Source: an optimization exercise on an open RTL-to-GDS flow (aim: small area). Production flows keep margins and buffers that such runs may drop.
In this exercise RTL edits were held to simulation tests only and were not proved equivalent to the original.
The flow treats the clock pin as an ideal source, which a real chip does not have.
Power is estimated from default activity; no workload was simulated.

==> flow/design.v <==
module BankTicketMachineFSM (
    input clk,
    input rst_n,
    input [2:0] service_ButtonPress,
    input [3:0] officer_ButtonPress,
    output reg [6:0] Tickernum,
    output reg [1:0] Desknum,
    output reg [15:0] ticket_WaitingCustomers,
    output reg [2:0] ticket_ServiceType
    );
reg [2:0] act;
reg vld;
reg [15:0] q0, q1, q2;
wire [2:0] act_d;
wire nz0, nz1, nz2;
wire sel0, sel1, sel2, en0, en1, en2, dn, ld_n;
wire [6:0] tn_d;
wire [1:0] dk_d;
wire [2:0] st_d;
bank_ctrl ctrl (
    .s(service_ButtonPress), .o(officer_ButtonPress), .act(act), .vld(vld),
    .nz0(nz0), .nz1(nz1), .nz2(nz2), .tn(Tickernum), .dk(Desknum), .st(ticket_ServiceType),
    .act_d(act_d), .sel0(sel0), .sel1(sel1), .sel2(sel2), .en0(en0), .en1(en1), .en2(en2),
    .dn(dn), .ld_n(ld_n), .tn_d(tn_d), .dk_d(dk_d), .st_d(st_d));
bank_nz z0 (.q(q0), .nz(nz0));
bank_nz z1 (.q(q1), .nz(nz1));
bank_nz z2 (.q(q2), .nz(nz2));
wire [15:0] qs_n, x, t_n, nq, wc_d;
wire [3:0] tg, pg_n;
genvar i;
generate for (i = 0; i < 16; i = i + 1) begin : bits
    wire wc_h;
    bank_aoi222 mx (.a1(sel0), .a2(q0[i]), .b1(sel1), .b2(q1[i]), .c1(sel2), .c2(q2[i]), .y(qs_n[i]));
    if (i < 15) begin : xb
        bank_xnor2 xg (.a(qs_n[i]), .b(dn), .y(x[i]));
    end else begin : xn
        assign x[i] = 1'b0;
    end
    if (i % 4 == 0) begin : g0
        bank_xnor2 ng (.a(qs_n[i]), .b(tg[i/4]), .y(nq[i]));
        assign t_n[i] = 1'b0;
    end else begin : gn
        if (i % 4 == 1) begin : n1
            bank_nand2 tg1 (.a(tg[i/4]), .b(x[i-1]), .y(t_n[i]));
        end else if (i % 4 == 2) begin : n2
            bank_nand3 tg2 (.a(tg[i/4]), .b(x[i-2]), .c(x[i-1]), .y(t_n[i]));
        end else begin : n3
            bank_nand4 tg3 (.a(tg[i/4]), .b(x[i-3]), .c(x[i-2]), .d(x[i-1]), .y(t_n[i]));
        end
        bank_xor2 ng (.a(qs_n[i]), .b(t_n[i]), .y(nq[i]));
    end
    bank_nand2 wh (.a(ticket_WaitingCustomers[i]), .b(ld_n), .y(wc_h));
    bank_o21ai wm (.a1(qs_n[i]), .a2(ld_n), .b1(wc_h), .y(wc_d[i]));
end endgenerate
generate for (i = 0; i < 3; i = i + 1) begin : grp
    bank_nand4 pg (.a(x[4*i]), .b(x[4*i+1]), .c(x[4*i+2]), .d(x[4*i+3]), .y(pg_n[i]));
end endgenerate
assign pg_n[3] = 1'b1;
assign tg[0] = vld;
bank_inv tg1 (.a(pg_n[0]), .y(tg[1]));
bank_nor2 tg2 (.a(pg_n[0]), .b(pg_n[1]), .y(tg[2]));
bank_nor3 tg3 (.a(pg_n[0]), .b(pg_n[1]), .c(pg_n[2]), .y(tg[3]));
always @(posedge clk or negedge rst_n) begin
    if (!rst_n) begin
        act <= 3'b000;
        vld <= 1'b0;
    end else begin
        act <= act_d;
        vld <= 1'b1;
    end
end
always @(posedge clk) begin
    if (en0) q0 <= nq;
    if (en1) q1 <= nq;
    if (en2) q2 <= nq;
end
always @(posedge clk or negedge rst_n) begin
    if (!rst_n) begin
        Tickernum <= 7'd0;
        Desknum <= 2'd0;
        ticket_WaitingCustomers <= 16'd0;
        ticket_ServiceType <= 3'b000;
    end else begin
        Tickernum <= tn_d;
        Desknum <= dk_d;
        ticket_WaitingCustomers <= wc_d;
        ticket_ServiceType <= st_d;
    end
end
endmodule
module bank_ctrl (
    input [2:0] s, input [3:0] o, input [2:0] act, input vld,
    input nz0, input nz1, input nz2,
    input [6:0] tn, input [1:0] dk, input [2:0] st,
    output [2:0] act_d,
    output sel0, output sel1, output sel2, output en0, output en1, output en2,
    output dn, output ld_n,
    output [6:0] tn_d, output [1:0] dk_d, output [2:0] st_d
    );
wire s_oh = (s == 3'b001) | (s == 3'b010) | (s == 3'b100);
wire o_oh = (o == 4'b0001) | (o == 4'b0010) | (o == 4'b0100) | (o == 4'b1000);
assign act_d = (s != 3'b000) ? (s_oh ? {1'b0, s[2] | s[1], s[2] | s[0]} : 3'b000)
                             : (o_oh ? {1'b1, o[3] | o[2], o[3] | o[1]} : 3'b000);
wire isS = ~act[2] & (act[1] | act[0]);
wire S0 = (act == 3'b001);
wire S1 = (act == 3'b010);
wire S2 = (act == 3'b011);
wire O1 = (act == 3'b100);
wire O2 = (act == 3'b101);
wire O3 = (act == 3'b110);
wire O4 = (act == 3'b111);
assign sel0 = S0 | ((O1 | O4) & nz0) | (O3 & ~nz2 & nz0);
assign sel1 = S1 | (O1 & ~nz0 & nz1) | (O2 & nz1) | (O3 & ~nz2 & ~nz0 & nz1);
assign sel2 = S2 | (O1 & ~nz0 & ~nz1 & nz2) | (O2 & ~nz1 & nz2) | (O3 & nz2) | (O4 & ~nz0 & nz2);
assign en0 = sel0 | ~vld;
assign en1 = sel1 | ~vld;
assign en2 = sel2 | ~vld;
assign dn = act[2];
assign ld_n = ~isS;
wire found = act[2] & (sel0 | sel1 | sel2);
assign tn_d = tn + found;
assign dk_d = O1 ? 2'd0 : O2 ? 2'd1 : O3 ? 2'd2 : dk;
assign st_d = isS ? {S2, S1, S0} : st;
endmodule
module bank_nz (input [15:0] q, output nz);
assign nz = |q;
endmodule
module bank_aoi222 (input a1, input a2, input b1, input b2, input c1, input c2, output y);
assign y = ~((a1 & a2) | (b1 & b2) | (c1 & c2));
endmodule
module bank_xor2 (input a, input b, output y);
assign y = a ^ b;
endmodule
module bank_xnor2 (input a, input b, output y);
assign y = ~(a ^ b);
endmodule
module bank_nand2 (input a, input b, output y);
assign y = ~(a & b);
endmodule
module bank_nor2 (input a, input b, output y);
assign y = ~(a | b);
endmodule
module bank_o21ai (input a1, input a2, input b1, output y);
assign y = ~((a1 | a2) & b1);
endmodule
module bank_nand3 (input a, input b, input c, output y);
assign y = ~(a & b & c);
endmodule
module bank_nand4 (input a, input b, input c, input d, output y);
assign y = ~(a & b & c & d);
endmodule
module bank_nor3 (input a, input b, input c, output y);
assign y = ~(a | b | c);
endmodule
module bank_nor4 (input a, input b, input c, input d, output y);
assign y = ~(a | b | c | d);
endmodule
module bank_inv (input a, output y);
assign y = ~a;
endmodule
Settings: LEC_CHECK=0, CAP_MARGIN=0, CORE_MARGIN=2, CORE_UTILIZATION=40, GPL_TIMING_DRIVEN=0, SLEW_MARGIN=0, SYNTH_HIERARCHICAL=1, SYNTH_MINIMUM_KEEP_SIZE=0; clock period 5.0 ns.
standard.sh (not shown) runs the stock make flow with config.mk's settings and CLKGATE_MAP_FILE= SYNTH_SCRIPT=/design/flow/synth_recipe.tcl, a recipe that flattens the netlist after the stock synthesis.
==> flow/flow/run.sh <==
#!/bin/bash
# The standard ORFS layout (standard.sh) with three changes:
#  - the port buffers are sky130_fd_sc_hd__buf_1 cells;
#  - the clock is buffered by flow/clkbuf.tcl before CTS: a root buffer on
#    the clock port drives one buffer per group of registers. The clock net
#    then has a single sink and clock_tree_synthesis leaves it as it is;
#  - no dummy clock loads;
#  - after synthesis, flow/downsize.tcl gives each gate its smallest drive
#    strength, and the buffers synthesis added are removed; the repairs
#    size up what the layout needs;
#  - the repairs may resize a cell to any drive strength, not only to one
#    of the same footprint (MATCH_CELL_FOOTPRINT 0, passed to make as a
#    command-line variable so that it overrides the platform's setting).
# make's output goes to flow_make.log; each ORFS step logs to orfs/logs.
set -euo pipefail
here=$(pwd)
export BUFFER_PORTS_ARGS="-buffer_cell sky130_fd_sc_hd__buf_1"
export PRE_CTS_TCL="$here/flow/clkbuf.tcl"
export CTS_ARGS="-clk_nets clk -dont_use_dummy_load -buf_list sky130_fd_sc_hd__clkbuf_16"
export PRE_FLOORPLAN_TCL="$here/flow/downsize.tcl"
export REMOVE_ABC_BUFFERS=1
export CLKROOT_CELL=sky130_fd_sc_hd__clkbuf_4
export CLKLEAF_CELL=sky130_fd_sc_hd__clkbuf_8
export CLK_COLS=3
export CLK_ROWS=2
export MAKEFLAGS="MATCH_CELL_FOOTPRINT=0 RECOVER_POWER=100"
bash standard.sh > flow_make.log 2>&1
Other scripts of this flow, unchanged in this note and not shown: flow/flow/clkbuf.tcl, flow/flow/downsize.tcl
The first run completed and failed the layout checks on capacitance limit, slew limit.
Then changed:
--- a/flow/flow/run.sh
+++ b/flow/flow/run.sh
@@ -9,6 +9,3 @@
 #    strength, and the buffers synthesis added are removed; the repairs
-#    size up what the layout needs;
-#  - the repairs may resize a cell to any drive strength, not only to one
-#    of the same footprint (MATCH_CELL_FOOTPRINT 0, passed to make as a
-#    command-line variable so that it overrides the platform's setting).
+#    size up what the layout needs.
 # make's output goes to flow_make.log; each ORFS step logs to orfs/logs.
@@ -25,3 +22,2 @@
 export CLK_ROWS=2
-export MAKEFLAGS="MATCH_CELL_FOOTPRINT=0 RECOVER_POWER=100"
 bash standard.sh > flow_make.log 2>&1
What happened: With this change the flow passed the timing, design-rule and antenna checks. Utilization rises by 0.55 points. Clock power stays flat. Routed wire length rises by 0.59%. Final cell count rises by 0.49%. Setup slack is about the same. Synthesized cell count is unchanged. First-iteration DRC count falls by 8.2%. Sequential cell count is unchanged.
Then changed:
--- a/flow/config.mk
+++ b/flow/config.mk
@@ -9,3 +9,3 @@
 export CORE_MARGIN = 2
-export CORE_UTILIZATION = 40
+export CORE_UTILIZATION = 65
 export GPL_TIMING_DRIVEN = 0
After rerunning: The changed run completed without violations; sequential power is about the same; clock power hardly moves; cell count decreases by 7.1%; cell area went down by 0.39%; setup slack got worse by 12 ps; critical path depth stays the same; worst hold slack stays flat; power came out higher by 0.72%; synthesized cell count is unchanged; sequential share of layout area is higher by 0.23 points; register-to-register slack barely changes.
Then changed:
--- a/flow/flow/run.sh
+++ b/flow/flow/run.sh
@@ -9,3 +9,6 @@
 #    strength, and the buffers synthesis added are removed; the repairs
-#    size up what the layout needs.
+#    size up what the layout needs;
+#  - the repairs may resize a cell to any drive strength, not only to one
+#    of the same footprint (MATCH_CELL_FOOTPRINT 0, passed to make as a
+#    command-line variable so that it overrides the platform's setting).
 # make's output goes to flow_make.log; each ORFS step logs to orfs/logs.
@@ -22,2 +25,3 @@
 export CLK_ROWS=2
+export MAKEFLAGS="MATCH_CELL_FOOTPRINT=0"
 bash standard.sh > flow_make.log 2>&1
--- a/flow/config.mk
+++ b/flow/config.mk
@@ -7,7 +7,7 @@
 export LEC_CHECK = 0
-export CAP_MARGIN = 0
+export CAP_MARGIN = 20
 export CORE_MARGIN = 2
-export CORE_UTILIZATION = 65
+export CORE_UTILIZATION = 40
 export GPL_TIMING_DRIVEN = 0
-export SLEW_MARGIN = 0
+export SLEW_MARGIN = 20
 export SYNTH_HIERARCHICAL = 1
Outcome: Clock skew is about the same. Via count is lower by 2.6%. Design area rose by 0.55%. First-iteration DRC count came out lower by about 16%. Worst setup slack degrades by 80 ps. Power went down by 0.85%. Critical path depth stays the same. Fmax shrinks by about 1.8%. Routed wire length rises by about 1.5%. Combinational power falls by about 3%. Utilization shrinks by 29 points.


Another version of the RTL of BankTicketMachineFSM (not shown whole).
Size: ~80 flip-flops.
==> flow/config.mk <==
export PLATFORM = sky130hd
export DESIGN_NAME = BankTicketMachineFSM
export DESIGN_NICKNAME = BankTicketMachineFSM
export VERILOG_FILES = /design/flow/design.v
export SDC_FILE = /design/flow/constraint.sdc
export NUM_CORES = 4
export LEC_CHECK = 0
export CAP_MARGIN = 0
export CORE_MARGIN = 2
export CORE_UTILIZATION = 40
export GPL_TIMING_DRIVEN = 0
export SLEW_MARGIN = 0
export SYNTH_HIERARCHICAL = 1
export SYNTH_MINIMUM_KEEP_SIZE = 0
==> flow/constraint.sdc <==
create_clock -name core_clock -period 5.0 [get_ports {clk}]
set_input_delay 1.0000 -clock core_clock [delete_from_list [all_inputs] [get_ports {clk}]]
set_output_delay 1.0000 -clock core_clock [all_outputs]
set_load 0.01 [all_outputs]
==> flow/flow/run.sh <==
#!/bin/bash
# The standard ORFS layout (standard.sh) with these changes:
#  - the port buffers are sky130_fd_sc_hd__buf_1 cells;
#  - the clock is buffered by flow/clkbuf.tcl before CTS: a root buffer on
#    the clock port drives one buffer per group of registers. The clock net
#    then has a single sink and clock_tree_synthesis leaves it as it is;
#  - no dummy clock loads;
#  - after synthesis, flow/downsize.tcl gives each gate its smallest drive
#    strength, and the buffers synthesis added are removed; the repairs
#    size up what the layout needs;
#  - after CTS, flow/shrink.tcl gives each gate the smallest drive strength
#    that keeps the slew, capacitance and fanout limits and some setup slack.
# make's output goes to flow_make.log; each ORFS step logs to orfs/logs.
set -euo pipefail
here=$(pwd)
export BUFFER_PORTS_ARGS="-buffer_cell sky130_fd_sc_hd__buf_1"
export PRE_CTS_TCL="$here/flow/clkbuf.tcl"
export CTS_ARGS="-clk_nets clk -dont_use_dummy_load -buf_list sky130_fd_sc_hd__clkbuf_16"
export PRE_FLOORPLAN_TCL="$here/flow/downsize.tcl"
export REMOVE_ABC_BUFFERS=1
export POST_CTS_TCL="$here/flow/shrink.tcl"
export SHRINK_SETUP_MARGIN=0.2
export CLKROOT_CELL=sky130_fd_sc_hd__clkbuf_4
export CLKLEAF_CELL=sky130_fd_sc_hd__clkbuf_8
export CLK_COLS=4
export CLK_ROWS=1
bash standard.sh > flow_make.log 2>&1
==> flow/flow/clkbuf.tcl <==
# Clock buffering in place of the H-tree: split the register clock pins into
# CLK_COLS x CLK_ROWS groups of equal size by position, drive each group from
# one CLKLEAF_CELL buffer at the group's centre, and drive those buffers from
# one CLKROOT_CELL buffer on the clock port. The clock net then has a single
# sink, so clock_tree_synthesis leaves it alone.
set block [ord::get_db_block]
set clknet [$block findNet clk]
set leafm [[ord::get_db] findMaster $::env(CLKLEAF_CELL)]
set rootm [[ord::get_db] findMaster $::env(CLKROOT_CELL)]
set cols $::env(CLK_COLS)
set rows $::env(CLK_ROWS)
set pins {}
foreach it [$clknet getITerms] {
  set bb [[$it getInst] getBBox]
  lappend pins [list $it [expr {([$bb xMin] + [$bb xMax]) / 2}] [expr {([$bb yMin] + [$bb yMax]) / 2}]]
}
set n [llength $pins]
set groups {}
set byx [lsort -integer -index 1 $pins]
for {set c 0} {$c < $cols} {incr c} {
  set slice [lrange $byx [expr {$c * $n / $cols}] [expr {($c + 1) * $n / $cols - 1}]]
  set m [llength $slice]
  set byy [lsort -integer -index 2 $slice]
  for {set r 0} {$r < $rows} {incr r} {
    lappend groups [lrange $byy [expr {$r * $m / $rows}] [expr {($r + 1) * $m / $rows - 1}]]
  }
}
set root [odb::dbInst_create $block $rootm clkbuf_root]
set rnet [odb::dbNet_create $block clknet_root]
$rnet setSigType CLOCK
[$root findITerm A] connect $clknet
[$root findITerm X] connect $rnet
set ax 0; set ay 0; set k 0; set sizes {}
foreach g $groups {
  set sx 0; set sy 0
  foreach p $g { incr sx [lindex $p 1]; incr sy [lindex $p 2] }
  set gx [expr {$sx / [llength $g]}]; set gy [expr {$sy / [llength $g]}]
  incr ax $gx; incr ay $gy
  set inst [odb::dbInst_create $block $leafm clkbuf_leaf_$k]
  set net [odb::dbNet_create $block clknet_leaf_$k]
  $net setSigType CLOCK
  [$inst findITerm A] connect $rnet
  [$inst findITerm X] connect $net
  $inst setLocation [expr {$gx - [$leafm getWidth] / 2}] [expr {$gy - [$leafm getHeight] / 2}]
  $inst setPlacementStatus PLACED
  foreach p $g {
    set it [lindex $p 0]
    $it disconnect
    $it connect $net
  }
  lappend sizes [llength $g]
  incr k
}
$root setLocation [expr {$ax / $k - [$rootm getWidth] / 2}] [expr {$ay / $k - [$rootm getHeight] / 2}]
$root setPlacementStatus PLACED
puts "clkbuf: $n clock pins in groups of $sizes"
==> flow/flow/shrink.tcl <==
# Area recovery after CTS: give each gate, largest first, the smallest
# drive strength of its kind that keeps every slew, capacitance and fanout
# limit, and keeps the worst setup slack above SHRINK_SETUP_MARGIN ns (or
# its current value, if that is lower) and the worst hold slack at or above
# zero. Registers and clock buffers keep their cells.
estimate_parasitics -placement
proc shrink_limits_ok {} {
  return [expr {[sta::max_slew_violation_count] == 0
                && [sta::max_capacitance_violation_count] == 0
                && [sta::max_fanout_violation_count] == 0}]
}
set setup_floor [expr {min($::env(SHRINK_SETUP_MARGIN) * 1e-9, [sta::worst_slack_cmd max])}]
set hold_floor [expr {min(0.0, [sta::worst_slack_cmd min])}]
set limits0 [shrink_limits_ok]
set items {}
foreach inst [get_cells *] {
  set m [get_property $inst ref_name]
  if {[regexp {__(df|edf|sdf|dl|conb|tap|fill|decap|clkbuf|clkinv)} $m]} continue
  if {![regexp {^(sky130_fd_sc_hd__[a-z0-9]+)_([0-9]+)$} $m -> base drive]} continue
  lappend items [list $inst $m $base [get_property [get_lib_cells */$m] area]]
}
set items [lsort -real -decreasing -index 3 $items]
set n 0
set saved 0.0
foreach it $items {
  lassign $it inst m base area
  set cands {}
  foreach c [get_lib_cells */${base}_*] {
    set cn [get_name $c]
    if {![regexp "^${base}_\[0-9\]+\$" $cn]} continue
    if {[get_property $c dont_use]} continue
    set a [get_property $c area]
    if {$a < $area - 1e-6} { lappend cands [list $cn $a] }
  }
  foreach c [lsort -real -index 1 $cands] {
    lassign $c cn a
    replace_cell $inst [get_lib_cells */$cn]
    if {[sta::worst_slack_cmd max] >= $setup_floor && [sta::worst_slack_cmd min] >= $hold_floor
        && (![expr {$limits0}] || [shrink_limits_ok])} {
      incr n
      set saved [expr {$saved + $area - $a}]
      break
    }
    replace_cell $inst [get_lib_cells */$m]
  }
}
puts [format "shrink: resized %d cells, %.1f um2 less; worst setup slack %.3f ns" $n $saved [expr {[sta::worst_slack_cmd max] * 1e9}]]
detailed_placement
check_placement
Other scripts of this flow, unchanged in this note and not shown: flow/flow/downsize.tcl
Rerun with:
--- a/flow/flow/run.sh
+++ b/flow/flow/run.sh
@@ -20,8 +20,8 @@
 export REMOVE_ABC_BUFFERS=1
 export POST_CTS_TCL="$here/flow/shrink.tcl"
-export SHRINK_SETUP_MARGIN=0.2
+export SHRINK_SETUP_MARGIN=0.1
 export CLKROOT_CELL=sky130_fd_sc_hd__clkbuf_4
 export CLKLEAF_CELL=sky130_fd_sc_hd__clkbuf_8
-export CLK_COLS=4
-export CLK_ROWS=1
+export CLK_COLS=2
+export CLK_ROWS=2
 bash standard.sh > flow_make.log 2>&1
--- a/flow/flow/shrink.tcl
+++ b/flow/flow/shrink.tcl
@@ -3,5 +3,6 @@
 # limit, and keeps the worst setup slack above SHRINK_SETUP_MARGIN ns (or
 # its current value, if that is lower) and the worst hold slack at or above
-# zero. Registers and clock buffers keep their cells.
+# zero. Clock buffers keep their cells; registers keep their cell type and
+# may only change drive strength.
 estimate_parasitics -placement
 proc shrink_limits_ok {} {
@@ -16,5 +17,5 @@
 foreach inst [get_cells *] {
   set m [get_property $inst ref_name]
-  if {[regexp {__(df|edf|sdf|dl|conb|tap|fill|decap|clkbuf|clkinv)} $m]} continue
+  if {[regexp {__(dl|conb|tap|fill|decap|clkbuf|clkinv)} $m]} continue
   if {![regexp {^(sky130_fd_sc_hd__[a-z0-9]+)_([0-9]+)$} $m -> base drive]} continue
   lappend items [list $inst $m $base [get_property [get_lib_cells */$m] area]]
The new run passed the timing, design-rule and antenna checks.
Clock skew is lower by 5.7 ps.
Global-route usage stays flat.
Core utilization is about the same.
Worst hold slack is about the same.
Fmax climbs by 1.5%.
Setup slack improves by 65 ps.
Rerun with:
--- a/flow/flow/run.sh
+++ b/flow/flow/run.sh
@@ -20,8 +20,8 @@
 export REMOVE_ABC_BUFFERS=1
 export POST_CTS_TCL="$here/flow/shrink.tcl"
-export SHRINK_SETUP_MARGIN=0.1
+export SHRINK_SETUP_MARGIN=0.2
 export CLKROOT_CELL=sky130_fd_sc_hd__clkbuf_4
 export CLKLEAF_CELL=sky130_fd_sc_hd__clkbuf_8
-export CLK_COLS=2
-export CLK_ROWS=2
+export CLK_COLS=5
+export CLK_ROWS=1
 bash standard.sh > flow_make.log 2>&1
--- a/flow/flow/shrink.tcl
+++ b/flow/flow/shrink.tcl
@@ -3,6 +3,5 @@
 # limit, and keeps the worst setup slack above SHRINK_SETUP_MARGIN ns (or
 # its current value, if that is lower) and the worst hold slack at or above
-# zero. Clock buffers keep their cells; registers keep their cell type and
-# may only change drive strength.
+# zero. Registers and clock buffers keep their cells.
 estimate_parasitics -placement
 proc shrink_limits_ok {} {
@@ -17,5 +16,5 @@
 foreach inst [get_cells *] {
   set m [get_property $inst ref_name]
-  if {[regexp {__(dl|conb|tap|fill|decap|clkbuf|clkinv)} $m]} continue
+  if {[regexp {__(df|edf|sdf|dl|conb|tap|fill|decap|clkbuf|clkinv)} $m]} continue
   if {![regexp {^(sky130_fd_sc_hd__[a-z0-9]+)_([0-9]+)$} $m -> base drive]} continue
   lappend items [list $inst $m $base [get_property [get_lib_cells */$m] area]]
Outcome: The new run produced a clean layout. Clock skew rises by 5.8 ps. Routed wire length rises by 1.5%. Total power rises by 1.9%.
Rerun with:
--- a/flow/flow/run.sh
+++ b/flow/flow/run.sh
@@ -21,7 +21,7 @@
 export POST_CTS_TCL="$here/flow/shrink.tcl"
 export SHRINK_SETUP_MARGIN=0.2
-export CLKROOT_CELL=sky130_fd_sc_hd__clkbuf_4
+export CLKROOT_CELL=sky130_fd_sc_hd__clkbuf_8
 export CLKLEAF_CELL=sky130_fd_sc_hd__clkbuf_8
-export CLK_COLS=5
-export CLK_ROWS=1
+export CLK_COLS=2
+export CLK_ROWS=2
 bash standard.sh > flow_make.log 2>&1
The new run finished clean; total power went down by 1.2%; worst setup slack is better by 45 ps; via count increases by 0.89%; fmax went up by 1.0%; clock power is lower by about 5%; final cell count fell by 0.50%; cell area barely changes.
Rerun with:
--- a/flow/flow/run.sh
+++ b/flow/flow/run.sh
@@ -21,7 +21,7 @@
 export POST_CTS_TCL="$here/flow/shrink.tcl"
 export SHRINK_SETUP_MARGIN=0.2
-export CLKROOT_CELL=sky130_fd_sc_hd__clkbuf_8
+export CLKROOT_CELL=sky130_fd_sc_hd__clkbuf_4
 export CLKLEAF_CELL=sky130_fd_sc_hd__clkbuf_8
-export CLK_COLS=2
+export CLK_COLS=3
 export CLK_ROWS=2
 bash standard.sh > flow_make.log 2>&1
=> The new run completed without violations. Setup slack gains 57 ps. Via count goes down by 1.2%. Total power goes up by 3.1%.

-- port drivers added, routing unchanged --
The flow's constraints put no driver on any port. The routed layouts listed below were extracted and timed again, unchanged, in two steps.
Step 1: set_driving_cell puts a clkbuf_16 on clk and a buf_2 on each other input, an assumption about the parent block.
Step 2, shift: input delay + t, output delay - t, t = (earliest + latest rising clock arrival at the registers) / 2. This alone moves slack from input paths to output paths.
Slacks: ideal / step 1 / step 2; pairs: ideal / step 1.
run	t, ns	setup slack, ns	worst setup path after step 2
the first run of note 1	0.421	0.556 / 0.556 / 0.556	register to register
the second run of note 1	0.426	0.555 / 0.555 / 0.555	register to register
the third run of note 1	0.446	0.542 / 0.542 / 0.542	register to register
the fourth run of note 1	0.425	0.462 / 0.462 / 0.462	register to register
the first run of note 2	0.392	0.565 / 0.565 / 0.565	register to register
the second run of note 2	0.407	0.630 / 0.630 / 0.630	register to register
the third run of note 2	0.403	0.549 / 0.549 / 0.549	register to register
the fourth run of note 2	0.353	0.594 / 0.594 / 0.594	register to register
the fifth run of note 2	0.437	0.651 / 0.651 / 0.651	register to register
